Source: an optimization exercise on an open RTL-to-GDS flow (aim: small area). Production flows keep margins and buffers that such runs may drop.
Function was checked by simulation only, so behaviour that the tests miss may differ from the original.
Power is estimated from default activity; no workload was simulated.

==> flow/design.v <==
module pid_bank (
	input          clk,
	input          rst,
	input          sample,
	input  [7:0]   ch_reset,
	input  [7:0]   k1,
	input  [7:0]   k2,
	input  [7:0]   k3,
	input  [255:0] e_in,
	output [255:0] u_out
);
	reg [255:0] U, E, A, B;
	reg [6:0]   ph;
	reg         run, idl;          
	reg         rt;                
	reg         clr;               
	reg [7:0]   cres;              
	reg [23:0]  kT, kR;
	reg [10:0]  accb;              
	assign u_out = U;
	wire [23:0] k     = {k3, k2, k1};
	wire        bnd   = (ph == 7'd127);
	wire        tick  = sample & ~rst;
	wire [2:0]  ch    = ph[6:4];
	wire        first = (ph[3:0] == 4'd0);
	wire        rot   = run & ~rt;                 
	wire        crm   = rot & cres[ch];           
	wire        mz    = clr | crm;
	wire [1:0] xb = clr ? 2'b00 : (rt ? A[1:0] : E[1:0]);
	wire [1:0] x0 = mz  ? 2'b00 : (rt ? B[1:0] : A[1:0]);
	wire [1:0] x1 = mz  ? 2'b00 : (rt ? E[1:0] : B[1:0]);
	wire [1:0] tU = mz  ? 2'b00 : U[1:0];
	wire [8:0] d1 = {1'b0, kT[7:0]}   - {1'b0, kR[7:0]};
	wire [8:0] d2 = {1'b0, kR[15:8]}  - {1'b0, kT[15:8]};
	wire [8:0] d3 = {1'b0, kT[23:16]} - {1'b0, kR[23:16]};
	function [8:0] pp;
		input [8:0] d;
		input       x;
		pp = x ? {~d[8], d[7:0]} : 9'h100;
	endfunction
	wire [10:0] ab = first ? 11'd1024 : accb;
	wire [12:0] sum = tU + ab + 13'd768
	                + pp(d1, xb[0]) + {pp(d1, xb[1]), 1'b0}
	                + pp(d2, x0[0]) + {pp(d2, x0[1]), 1'b0}
	                + pp(d3, x1[0]) + {pp(d3, x1[1]), 1'b0};
	wire        pend  = run & bnd;                  
	wire        clr_n = clr & ~pend;
	wire        rt_n  = ~tick & (rt | pend);
	wire        need  = (k != kT) | clr_n | ~rt_n;
	wire [1:0] E_in = clr ? 2'b00 : (rot ? B[1:0] & {2{~crm}} : E[1:0]);
	wire [1:0] A_in = clr ? 2'b00 : (rot ? E[1:0] : A[1:0]);
	wire [1:0] B_in = clr ? 2'b00 : (rot ? A[1:0] & {2{~crm}} : B[1:0]);
	always @(posedge clk) begin
		A <= {A_in, A[255:2]};
		B <= {B_in, B[255:2]};
		accb <= sum[12:2];
		U <= ({256{run}} & {sum[1:0], U[255:2]}) | ({256{idl}} & U);
		E <= ({256{tick}} & e_in) | ({256{run}} & {E_in, E[255:2]}) | ({256{~(tick|run)}} & E);
		if (bnd)
			kT <= k;
		if (tick)
			cres <= ch_reset;
		if (rst) begin
			ph  <= 7'd127;
			run <= 1'b0;
			idl <= 1'b1;
			rt  <= 1'b1;
			clr <= 1'b1;
		end else begin
			ph  <= ph + 7'd1;
			if (tick)
				kR <= 24'd0;
			else if (pend)
				kR <= kT;
			rt  <= rt_n;
			if (bnd) begin
				clr <= clr_n;
				run <= need;
				idl <= ~need;
			end
		end
	end
endmodule
==> flow/run.sh <==
#!/bin/bash
# synth_recipe.tcl (not shown) runs the flow's synth.tcl, then flattens the netlist and writes it again
# the make line also repeats each setting of config.mk as NAME=value (left out here)
make -C /OpenROAD-flow-scripts/flow DESIGN_CONFIG=/design/flow/config.mk WORK_HOME=/design/flow/orfs CLKGATE_MAP_FILE= SYNTH_SCRIPT=/design/flow/synth_recipe.tcl finish
==> flow/config.mk <==
export PLATFORM = sky130hd
export DESIGN_NAME = pid_bank
export DESIGN_NICKNAME = pid_bank
export VERILOG_FILES = /design/flow/design.v
export SDC_FILE = /design/flow/constraint.sdc
export NUM_CORES = 4
export LEC_CHECK = 0
export CAP_MARGIN = 20
export CORE_MARGIN = 2
export CORE_UTILIZATION = 75
export PLACE_DENSITY = 0.85
export SLEW_MARGIN = 20
==> flow/constraint.sdc <==
create_clock -name core_clock -period 20.0 [get_ports {clk}]
set_input_delay 4.0000 -clock core_clock [delete_from_list [all_inputs] [get_ports {clk}]]
set_output_delay 4.0000 -clock core_clock [all_outputs]
set_load 0.01 [all_outputs]
==> impl_metrics.toml, run 1 <==
[run_status]
error_line = "[ERROR DPL-0033] detailed placement checks failed during check placement."
haltStage = "4_1_cts"
status = "aborted with a tool error"

[cts]
cts_sinks = 1102
cts.repair.resized = 0
cts-root-buf = "clkbuf_16"
cts_max_level = 3
cts_hold_buf = 0
cts_buffers = 95
cts_buffer_depth = 3
post_cts_buffers = 0

[synth]
yosysTopAreaCell = "dfxtp_1"
yosysMostFrequentCell = "dfxtp_1"
synth_edf_count = 56
yosysUniqueCellTypes = 52
yosysWarnings = 1
synthCells = 2791
synth-main-ff-cell = "dfxtp_1"
synthTopCellsByCount = "1046 x dfxtp_1, 532 x nand2_1, 256 x a22oi_1"
synthTopCellsByArea = "dfxtp_1 63%, a22o_1 6.7%, nand2_1 6.0%, a22oi_1 5.8%, edfxtp_1 5.1%"
ys_async_sr_fraction = 0
syn_area_mm2 = 0.03321
ys_seq_area_frac = 0.6812
ys_seq_elements = 1102
synth_top_area_frac = 0.6305
syn_area_per_cell_um2 = 11.90
syn-num-nets = 3180

[placed_design]
placed_cells = 3789
place_ws_ns = 11.70
finalWeightedCongestion = 0.9627
port-buffer-count = 546
place_hpwl_mm = 64.57

[die]
die_w_um = 214.4
die_h_um = 214.4
floorplan.initialDensity = 0.7560
ios = 547
fp-row-count = 77
-- worst max-delay path by stage --
stage          from  endpoint  slack (ns)  cells after the start
2_1_floorplan   rst     kR[0]       14.22                      2
3_3_place_gp    rst     E[60]       11.93                      7
3_5_place_dp    rst     E[93]       11.70                      7
-- cells by family after synthesis --
| kind of cell | synth area share |
|---|---|
| multiplexers | 0.004860 |
| buffers and inverters | 0.02871 |
| XOR/XNOR | 0.01160 |
| AO/OA/AOI/OAI | 0.1374 |
| flip-flops | 0.6812 |
| AND/OR/NAND/NOR | 0.08831 |
| adder cells (fa/ha/maj) | 0.04800 |
-- power by group through the flow --
stage	combinational, W	clock (W)	sequential (W)
after detailed placement	0.000784	0	0.00270
after global placement	0.000696	0	0.00268
after floorplan	0.000525	0	0.00263
-- through the flow --
stage	instance area, um2	total power, W
after floorplan	33210	0.003156
after global placement	38970	0.003372
after detailed placement	38970	0.003484
==> run 2: changes to the inputs <==
--- a/flow/config.mk
+++ b/flow/config.mk
@@ -7,6 +7,6 @@
 export LEC_CHECK = 0
 export CAP_MARGIN = 20
 export CORE_MARGIN = 2
-export CORE_UTILIZATION = 75
-export PLACE_DENSITY = 0.85
+export CORE_UTILIZATION = 55
+export PLACE_DENSITY = 0.7
 export SLEW_MARGIN = 20
==> impl_metrics.toml, run 2 <==
[job]
drv_cap = 0

[synth]
synth_top_area_frac = 0.6305
synthCells = 2791
ys_async_sr_fraction = 0
ys_seq_elements = 1102
yosysMostFrequentCell = "dfxtp_1"
yosysUniqueCellTypes = 52
synth_edf_count = 56
syn_area_mm2 = 0.03321
synthTopCellsByCount = "1046 x dfxtp_1, 532 x nand2_1, 256 x a22oi_1"
syn_area_per_cell_um2 = 11.90
synthTopCellsByArea = "dfxtp_1 63%, a22o_1 6.7%, nand2_1 6.0%, a22oi_1 5.8%, edfxtp_1 5.1%"
yosysTopAreaCell = "dfxtp_1"
synth-main-ff-cell = "dfxtp_1"
syn-num-nets = 3180
ys_seq_area_frac = 0.6812
yosysWarnings = 1

[timing]
hold_viol_final = 0
worst_pin_slew_ns = 1.116
relSlewSlack = 0.2561
fmax_mhz = 153.5
drv_slew = 0
setup_viol = 0
skew_ns = 0.02337
grt_setup_unrepaired = "false"
min_period_ns = 6.516
fin_setup_tns_ns = 0
finalCritPeriodShare = 0.3258

[final_layout]
mostFrequentLayoutCell = "dfxtp_1"
drive_gt1_frac = 0.06200
most-common-layout-cells = "1044 x dfxtp_1, 546 x clkdlybuf4s50_1, 532 x nand2_1"
area_delta_synth_final_pct = 28.87
stdcell_area_mm2 = 0.04280
nNetsFinal = 3691

[die]
dieArea_mm2 = 0.06237
core_mm2 = 0.06002
ios = 547
floorplan.initialDensity = 0.5533
fp-row-count = 90
die_h_um = 249.7
die_w_um = 249.7

[placed_design]
port-buffer-count = 546
finalWeightedCongestion = 0.9130
placed_cell_area_mm2 = 0.03921
place_hpwl_mm = 54.73

[routing]
routed_via_density = 5.280
routed_wl_mm = 79.15
drt_iter0_drc = 1656
drt-wirelength-per-cell_um = 18.91
dr.pass1.iters = 5
postRouteAntennaNets = 0
drc = 0
routed-via-count = 22103

[cts]
cts_buffer_depth = 3
cts_tree = "yes"
cts_hold_buf = 0
cts_buffers = 101
cts-root-buf = "clkbuf_16"
clk_latency_ns = 0.65
path_clk_slew_ns = 0.07
cts_max_level = 3
post_cts_buffers = 0
cts_sinks = 1102
cts.repair.resized = 0

[setup_path]
max_stage_delay_ns = 0.58
critPathCapture = "accb[10]"
regToRegStartpoint = "ph[4]"
path_common_cell = "fa_1"
cp_max_fo = 12
start_kind = "flip-flop"
critPathKind = "flip-flop to flip-flop"
slowest_stage = "a21oi_2"
r2r_cells = 18
required_ns = 20.53
regToRegSetupSlack_ns = 13.48
crit_path_end_kind = "flip-flop"
critPathArrivalTime_ns = 7.04
r2r-end = "accb[10]"
cp_cell_sequence = "mux4_2 > mux2_2 > a21oi_2 > nand2_1 > or3_1 > fa_1 > inv_1 > fa_1 > fa_1 > inv_1 > fa_1 > inv_1 > ha_1 > nand3_1 > o211ai_1 > or4_1 > a2111o_1 > o311ai_0"
cp-startpoint = "ph[4]"

[global_route]
grt_pass1_wl_mm = 123.0
grt_antenna_before_repair = 24
grt_overflow = 0
grt.total_usage = 0.2492
grt_pass1_vias = 21712
grt_max_degree = 109

[power]
p_clk_frac = 0.370
seqPwrFrac = 0.492
p_leak_nw = 17.86
p_switching_w = 0.001417
power_density_mw_per_mm2 = 125.9
intPower_w = 0.003971
ir_drop_mv = 0.09254
total_power_w = 0.005388
swShare = 0.2630
pwr-share-comb = 0.138

[min_path]
hold_path.class = "flip-flop to flip-flop"

[run_status]
status = "timing/DRC/antenna clean"
[run 2: cell counts after synthesis]
Identical to the previous run, type by type.
[run 2: logic make-up after synthesis]
logic type / after synthesis / synth area share
DFF: 1102 / 0.6812
and+or+nand+nor: 707 / 0.08831
AOI/OAI and AO/OA: 574 / 0.1374
buffers and inverters: 253 / 0.02871
adders and majority gates: 98 / 0.04800
xor gates and xnor gates: 44 / 0.01160
muxes: 13 / 0.004860
[run 2: worst min path at each step]
stage           start     end  slack (ns)  cells past startpoint
3_5_place_dp   A[214]  A[212]        0.31                      0
5_1_grt        A[128]  A[126]        0.32                      0
4_1_cts        A[128]  A[126]        0.32                      0
3_3_place_gp    A[61]   A[59]        0.31                      0
2_1_floorplan    A[2]    A[0]        0.31                      0
6_report         A[3]    A[1]        0.31                      0
[run 2: routing by layer]
layer  vias to the layer above  wire [um]  global-route usage  share of wire
met5                         -         77                   0        0.00097
met4                        12       2907              0.1129          0.037
met3                       179       5322             0.06414          0.067
met2                       665      37720              0.4044           0.48
met1                     10598      33120              0.3140           0.42
li1                      10649          -                   -              -
[run 2: worst max-delay path: cells and delay by family, from the launching register on]
kind                     cells  cell delay [ns]
AND/OR/NAND/NOR              4             1.43
flip-flops                   1             0.47
multiplexers                 2             0.86
adder cells (fa/ha/maj)      5             2.30
AO/OA/AOI/OAI                4             1.21
buffers and inverters        3             0.16
[run 2: stage by stage]
| step | utilization | hold WS (ns) | worst slack (ns) | instances |
|---|---|---|---|---|
| finish | 0.7131 | 0.3123 | 13.48 | 4186 |
| global route | 0.7131 | 0.3179 | 13.23 | 4185 |
| CTS | 0.7124 | 0.3150 | 13.50 | 4169 |
| detailed placement | 0.6533 | 0.3121 | 12.95 | 3981 |
| global placement | 0.6533 | 0.3103 | 13.07 | 3981 |
| floorplan | - | 0.3096 | 14.22 | 2791 |
[run 2: power groups by stage]
stage / sequential [W] / clock (W) / combinational (W)
after floorplan: 0.00263 / 0 / 0.000525
after global placement: 0.00268 / 0 / 0.000705
after detailed placement: 0.00269 / 0 / 0.000737
after CTS: 0.00265 / 0.00203 / 0.000743
after global routing: 0.00268 / 0.00212 / 0.000842
final: 0.00265 / 0.00199 / 0.000742
[run 2: cell type report]
type | count | area [um2]
Tap cell | 782 | 978.4
Clock inverter | 45 | 554.3
Timing Repair Buffer | 560 | 5570
Multi-Input combinational cell | 1436 | 9654
Sequential cell | 1102 | 22630
Antenna cell | 17 | 42.54
Clock buffer | 143 | 2992
Inverter | 101 | 379.1
Fill cell | 4246 | 17220
==> run 3: changes to the inputs <==
--- a/flow/design.v
+++ b/flow/design.v
@@ -38,8 +38,8 @@
 		input       x;
 		pp = x ? {~d[8], d[7:0]} : 9'h100;
 	endfunction
-	wire [10:0] ab = first ? 11'd1024 : accb;
-	wire [12:0] sum = tU + ab + 13'd768
+	wire [10:0] ab = first ? 11'd768 : accb;
+	wire [12:0] sum = tU + ab
 	                + pp(d1, xb[0]) + {pp(d1, xb[1]), 1'b0}
 	                + pp(d2, x0[0]) + {pp(d2, x0[1]), 1'b0}
 	                + pp(d3, x1[0]) + {pp(d3, x1[1]), 1'b0};
==> flow/flow/run.sh (new file) <==
#!/bin/bash
# Layout flow: the standard flow (standard.sh) with two changes:
#  - the ports are buffered with sky130_fd_sc_hd__buf_1 (buffer_ports
#    -buffer_cell) instead of the cell buffer_ports picks by itself; every
#    port still gets its own buffer;
#  - clock tree synthesis clusters up to 30 registers per leaf buffer.
# The full output of the flow goes to standard.log here.
set -euo pipefail
export BUFFER_PORTS_ARGS="-buffer_cell sky130_fd_sc_hd__buf_1"
export CTS_ARGS="-sink_clustering_enable -repair_clock_nets -buf_list sky130_fd_sc_hd__clkbuf_16 -sink_clustering_size 30 -sink_clustering_max_diameter 70 -sink_buffer_max_cap_derate 1.0"
bash standard.sh > standard.log 2>&1
==> flow/standard.sh (new file) <==
#!/bin/bash
# synth_recipe.tcl (not shown) runs the flow's synth.tcl, then flattens the netlist and writes it again
# the make line also repeats each setting of config.mk as NAME=value (left out here)
make -C /OpenROAD-flow-scripts/flow DESIGN_CONFIG=/design/flow/config.mk WORK_HOME=/design/flow/orfs CLKGATE_MAP_FILE= SYNTH_SCRIPT=/design/flow/synth_recipe.tcl "${@:-finish}"
--- a/flow/config.mk
+++ b/flow/config.mk
@@ -7,6 +7,6 @@
 export LEC_CHECK = 0
 export CAP_MARGIN = 20
 export CORE_MARGIN = 2
-export CORE_UTILIZATION = 55
-export PLACE_DENSITY = 0.7
+export CORE_UTILIZATION = 75
+export PLACE_DENSITY = 0.85
 export SLEW_MARGIN = 20
removed: flow/run.sh
==> impl_metrics.toml, run 3 <==
[die]
ios = 547
die_w_um = 214.2
floorplan.initialDensity = 0.7544
fp-row-count = 77
dieArea_mm2 = 0.04589
core_mm2 = 0.04393
die_h_um = 214.2

[setup_path]
crit_path_end_kind = "flip-flop"
critPathKind = "flip-flop to flip-flop"
regToRegStartpoint = "ph[4]"
worstSetupPathDepth = 18
r2r-end = "accb[10]"
cp_max_fo = 11
critPathArrivalTime_ns = 6.91
path_common_cell = "fa_1"
critPathBufInv = 2
regToRegSetupSlack_ns = 13.63
r2r_cells = 18
start_kind = "flip-flop"
cp_cell_sequence = "mux4_1 > mux2_2 > a21oi_2 > nand2_1 > nor2_1 > fa_1 > fa_1 > inv_1 > fa_1 > fa_1 > inv_1 > ha_1 > fa_1 > a21oi_1 > o211ai_1 > or4_1 > a2111o_1 > o211ai_1"
max_stage_delay_ns = 0.56
critPathCapture = "accb[10]"
required_ns = 20.55
cp-startpoint = "ph[4]"
critPathTopFamily = "adder cells"
slowest_stage = "mux4_1"

[routing]
dr.pass1.iters = 7
routed-via-count = 22331
drt-wirelength-per-cell_um = 20.50
drc = 0
postRouteAntennaNets = 0
routed_via_density = 5.791
routed_wl_mm = 79.05
drt_iter0_drc = 2040

[synth]
synthTopCellsByCount = "1046 x dfxtp_1, 531 x nand2_1, 256 x a22o_1"
synthCells = 2780
synth-main-ff-cell = "dfxtp_1"
syn-num-nets = 3164
syn_area_per_cell_um2 = 11.92
yosysMostFrequentCell = "dfxtp_1"
ys_async_sr_fraction = 0
ys_seq_area_frac = 0.6825
synth_top_area_frac = 0.6318
yosysUniqueCellTypes = 52
synth_edf_count = 56
synthTopCellsByArea = "dfxtp_1 63%, a22o_1 6.8%, nand2_1 6.0%, a22oi_1 5.8%, edfxtp_1 5.1%"
yosysTopAreaCell = "dfxtp_1"
syn_area_mm2 = 0.03314
ys_seq_elements = 1102
yosysWarnings = 1

[cts]
clk_latency_ns = 0.63
cts-root-buf = "clkbuf_16"
cts_buffers = 45
cts_tree = "yes"
path_clk_slew_ns = 0.11
cts_max_level = 2
cts_hold_buf = 0
post_cts_buffers = 0
cts_sinks = 1102
cts_buffer_depth = 3
cts.repair.resized = 0

[timing]
relSlewSlack = 0.09456
whs_ns = 0.3193
hold_viol_final = 0
fmax_mhz = 157.1
fin_setup_tns_ns = 0
setup_viol = 0
worst_pin_slew_ns = 1.358
drv_slew = 0
skew_ns = 0.02773
fin_ws_ns = 13.63
finalCritPeriodShare = 0.3183
min_period_ns = 6.365
grt_setup_unrepaired = "false"

[global_route]
grt_overflow = 0
grt_max_degree = 264
grt.total_usage = 0.3348
grt_pass1_vias = 21608
grt_antenna_before_repair = 16
grt_pass1_wl_mm = 121.0

[final_layout]
drive_gt1_frac = 0.02679
n_fill_cell = 2375
most-common-layout-cells = "1044 x dfxtp_1, 546 x buf_1, 531 x nand2_1"
fin_util = 0.8391
register_area_mm2 = 0.02263
multi_input_area_mm2 = 0.009642
nNetsFinal = 3614
mostFrequentLayoutCell = "dfxtp_1"
area_delta_synth_final_pct = 11.23

[power]
total_power_w = 0.004424
p_clk_frac = 0.247
p_switching_w = 0.001268
pwr-share-comb = 0.155
ir_drop_mv = 0.08869
intPower_w = 0.003156
power_density_mw_per_mm2 = 120.0
seqPwrFrac = 0.598
p_leak_nw = 15.36
swShare = 0.2866

[placed_design]
place_ws_ns = 13.37
place_hpwl_mm = 53.57
finalWeightedCongestion = 0.9850
port-buffer-count = 546

[run_status]
status = "timing/DRC/antenna clean"

[job]
drv_cap = 0

[min_path]
hold_path.class = "flip-flop to flip-flop"
==> run 3: cell types whose count changed after synthesis, moves of 6 or more <==
cell,previous run,this run
nor2_1,57,69
buf_1,4,15
clkbuf_1,147,137
nor2b_1,24,32
and2_1,14,2
o21ai_0,20,10
ha_1,49,43
inv_1,101,86
==> run 3: through the flow <==
| step | instances | cell area, um2 |
|---|---|---|
| after CTS | 3838 | 36800 |
| after global placement | 3774 | 35480 |
| after floorplan | 2780 | 33140 |
| after detailed placement | 3774 | 35480 |
| after global routing | 3854 | 36860 |
| final | 3856 | 36870 |
==> run 3: how the worst min path moves through the flow <==
stage | from | endpoint | slack, ns | cells past startpoint
detailed placement | A[53] | A[51] | 0.31 | 0
floorplan | A[2] | A[0] | 0.31 | 0
finish | A[184] | A[182] | 0.32 | 0
CTS | A[184] | A[182] | 0.32 | 0
global route | A[184] | A[182] | 0.32 | 0
global placement | B[60] | B[58] | 0.31 | 0
==> run 3: cell type report <==
type / instances / share of cell area
Multi-Input combinational cell: 1438 / 0.2615
Timing Repair Buffer: 557 / 0.05906
Antenna cell: 17 / 0.001154
Clock inverter: 19 / 0.005023
Sequential cell: 1102 / 0.6138
Inverter: 86 / 0.008756
Clock buffer: 45 / 0.03055
Tap cell: 592 / 0.02009
==> run 3: power groups by stage <==
stage | clock (W) | combinational [W] | sequential (W)
finish | 0.00109 | 0.000687 | 0.00265
global route | 0.00117 | 0.000770 | 0.00267
CTS | 0.00110 | 0.000664 | 0.00265
detailed placement | 0 | 0.000656 | 0.00269
global placement | 0 | 0.000614 | 0.00268
floorplan | 0 | 0.000506 | 0.00263
==> run 3: cells by family after synthesis <==
family	Yosys count	synth area share
AO/OA/AOI/OAI	567	0.1368
XOR/XNOR	47	0.01242
adder cells (fa/ha/maj)	93	0.04643
buffers and inverters	240	0.02733
flip-flops	1102	0.6825
multiplexers	13	0.004945
AND/OR/NAND/NOR	718	0.08958
==> run 3: per-layer routing <==
layer | vias to the layer above | GRT usage | part of all wire
li1 | 10399 | - | -
met1 | 10710 | 0.4275 | 0.39
met2 | 1015 | 0.5407 | 0.47
met3 | 203 | 0.06823 | 0.076
met4 | 4 | 0.1831 | 0.055
met5 | - | 0 | 0.00032
==> run 3: worst reg2reg max path: stages, from the launching register on <==
cell and delay (ns):
dfxtp_1 0.44, mux4_1 0.56, mux2_2 0.30, a21oi_2 0.45, nand2_1 0.32, nor2_1 0.22, fa_1 0.47, fa_1 0.54
inv_1 0.05, fa_1 0.38, fa_1 0.53, inv_1 0.05, ha_1 0.22, fa_1 0.47, a21oi_1 0.21, o211ai_1 0.15
or4_1 0.45, a2111o_1 0.39, o211ai_1 0.09
==> run 4: changes to the inputs <==
==> flow/flow/run.sh (replaced) <==
#!/bin/bash
# Layout flow: the standard flow (standard.sh) with two changes:
#  - the ports are buffered with sky130_fd_sc_hd__buf_1 (buffer_ports
#    -buffer_cell) instead of the cell buffer_ports picks by itself; every
#    port still gets its own buffer;
#  - clock tree synthesis clusters up to 20 registers per leaf buffer.
# The full output of the flow goes to standard.log here.
set -euo pipefail
export BUFFER_PORTS_ARGS="-buffer_cell sky130_fd_sc_hd__buf_1"
export CTS_ARGS="-sink_clustering_enable -repair_clock_nets -buf_list sky130_fd_sc_hd__clkbuf_8 -sink_clustering_size 20 -sink_clustering_max_diameter 50 -sink_buffer_max_cap_derate 1.0"
bash standard.sh > standard.log 2>&1
==> impl_metrics.toml, run 4 <==
[run_status]
status = "timing/DRC/antenna clean"

[setup_path]
regToRegSetupSlack_ns = 13.55
cp_max_fo = 11
critPathKind = "flip-flop to flip-flop"
r2r_cells = 18
start_kind = "flip-flop"
required_ns = 20.57
regToRegStartpoint = "ph[4]"
crit_path_end_kind = "flip-flop"
r2r-end = "accb[10]"
critPathArrivalTime_ns = 7.03

[die]
floorplan.initialDensity = 0.7544
fp-row-count = 77
core_mm2 = 0.04393
ios = 547
dieArea_mm2 = 0.04589
die_h_um = 214.2
die_w_um = 214.2

[cts]
cts.repair.resized = 0
cts_hold_buf = 0
cts_max_level = 3
path_clk_slew_ns = 0.12
post_cts_buffers = 0
cts-root-buf = "clkbuf_8"
clk_latency_ns = 0.67
cts_buffer_depth = 3
cts_sinks = 1102
cts_tree = "yes"
cts_buffers = 71

[synth]
syn_area_mm2 = 0.03314
yosys.area_share.simple = 0.08958
synth_top_area_frac = 0.6318
yosysUniqueCellTypes = 52
ys_seq_elements = 1102
yosysMostFrequentCell = "dfxtp_1"
syn-num-nets = 3164
synthAdderAreaFrac = 0.04643
ys_seq_area_frac = 0.6825
yosysTopAreaCell = "dfxtp_1"
synth_mux_area_frac = 0.004945
synthTopCellsByArea = "dfxtp_1 63%, a22o_1 6.8%, nand2_1 6.0%, a22oi_1 5.8%, edfxtp_1 5.1%"
synth-xor-area-share = 0.01242
synthCells = 2780
yosysWarnings = 1
syn_area_per_cell_um2 = 11.92
synth_edf_count = 56
synthTopCellsByCount = "1046 x dfxtp_1, 531 x nand2_1, 256 x a22o_1"
synth_top_family_by_area = "compound AO/OA/AOI/OAI gates"
synth_compound_area_frac = 0.1368
synth-main-ff-cell = "dfxtp_1"
ys_async_sr_fraction = 0

[timing]
setup_viol = 0
fmax_mhz = 154.9
finalCritPeriodShare = 0.3227
skew_ns = 0.03453
min_period_ns = 6.455
fin_setup_tns_ns = 0
hold_viol_final = 0
relSlewSlack = 0.1270
worst_pin_slew_ns = 1.310
fin_ws_ns = 13.55
grt_setup_unrepaired = "false"
drv_slew = 0
whs_ns = 0.3209

[routing]
drc = 0
routed_wl_mm = 77.24
drt_iter0_drc = 2278
dr.pass1.iters = 6
drt-wirelength-per-cell_um = 19.86
postRouteAntennaNets = 0
routed_via_density = 5.740
routed-via-count = 22330

[min_path]
min_from = "A[184]"
hold_path.class = "flip-flop to flip-flop"
worstHoldEndpoint = "A[182]"
worstHoldPathCells = 0

[global_route]
grt_pass1_vias = 21684
grt_overflow = 0
grt_antenna_before_repair = 12
grt_pass1_wl_mm = 119.7
grt.total_usage = 0.3301
grt_max_degree = 264

[final_layout]
mostFrequentLayoutCell = "dfxtp_1"
area_delta_synth_final_pct = 11.25
most-common-layout-cells = "1044 x dfxtp_1, 546 x buf_1, 531 x nand2_1"
drive_gt1_frac = 0.03836
nNetsFinal = 3640

[placed_design]
port-buffer-count = 546
place_hpwl_mm = 53.57
place_ws_ns = 13.37
finalWeightedCongestion = 0.9850

[power]
p_leak_nw = 15.41
power_density_mw_per_mm2 = 119.6
total_power_w = 0.004410
ir_drop_mv = 0.07827

[job]
drv_cap = 0
run 4: cell counts after synthesis:
No cell type changed its count.
run 4: kinds of logic (layout without fill, tap and decap cells):
logic type / count (synthesis) / in the layout
AO/OA/AOI/OAI: 567 / 567
XOR/XNOR: 47 / 47
adder cells (fa/ha/maj): 93 / 93
multiplexers: 13 / 13
flip-flops: 1102 / 1102
buffers and inverters: 240 / 745
AND/OR/NAND/NOR: 718 / 718
other: 0 / 13
run 4: worst max-delay path, cell delays in order (launching register included):
cell,delay [ns]
dfxtp_1,0.44
mux4_1,0.56
mux2_2,0.30
a21oi_2,0.44
nand2_1,0.32
nor2_1,0.22
fa_1,0.47
fa_1,0.56
inv_1,0.06
fa_1,0.39
fa_1,0.53
inv_1,0.05
ha_1,0.22
fa_1,0.46
a21oi_1,0.25
o211ai_1,0.17
or4_1,0.45
a2111o_1,0.39
o211ai_1,0.09
run 4: metal layers:
metal	GRT usage	share of wire
met1	0.4133	0.39
met2	0.5327	0.47
met3	0.08199	0.081
met4	0.1771	0.052
met5	0	0.00017
run 4: layout make-up:
cell class | count | area (um2)
Clock buffer | 73 | 1005
Tap cell | 592 | 740.7
Sequential cell | 1102 | 22630
Timing Repair Buffer | 557 | 2177
Fill cell | 2359 | 7061
Inverter | 86 | 322.8
Antenna cell | 13 | 32.53
Multi-Input combinational cell | 1438 | 9642
Clock inverter | 29 | 322.8
run 4: worst max path at each step:
| stage | to | start | cells past startpoint |
|---|---|---|---|
| 3_5_place_dp | idl | rst | 6 |
| 5_1_grt | accb[10] | ph[4] | 18 |
| 6_report | accb[10] | ph[4] | 18 |
| 2_1_floorplan | accb[10] | ph[4] | 19 |
| 4_1_cts | accb[10] | run | 18 |
| 3_3_place_gp | idl | rst | 6 |
run 4: metrics by stage:
step | cell area (um2) | instances | utilization
detailed placement | 35480 | 3774 | 0.8077
floorplan | 33140 | 2780 | -
CTS | 36810 | 3876 | 0.8379
global placement | 35480 | 3774 | 0.8076
global route | 36860 | 3887 | 0.8391
finish | 36870 | 3890 | 0.8393
run 4: power by group:
| group | total, W | internal (W) | switching, W |
|---|---|---|---|
| registers | 0.00264 | 0.00247 | 0.000173 |
| clock network | 0.00108 | 0.000414 | 0.000667 |
| logic | 0.000685 | 0.000258 | 0.000427 |

==> separate check: timing with driven ports <==
How much do the figures lean on ideal ports? The routed layouts below were timed once more, with nothing changed but the port constraints.
Step 1, drivers: a clkbuf_16 drives clk and a buf_2 each remaining input, both assumed.
Step 2, shift: input delay + t, output delay - t, t = (earliest + latest rising clock arrival at the registers) / 2. This alone moves slack from input paths to output paths.
Three values: no drivers, after step 1, after step 2; two values: the first two.
| run | shift t [ns] | slack for setup (ns) | worst slew at a driven data input, ns | pins driven straight from the clock port |
|---|---|---|---|---|
| run 2 | 0.701 | 13.484 / 13.484 / 12.862 | 0.17 | 1 |
| run 3 | 0.671 | 13.635 / 13.635 / 13.468 | 0.18 | 1 |
| run 4 | 0.706 | 13.545 / 13.545 / 13.507 | 0.14 | 1 |
After both steps setup and hold are still met in every run listed. The setup slack of run 2, which loses most, moves by 0.000 ns with the drivers and by -0.622 ns with both steps.
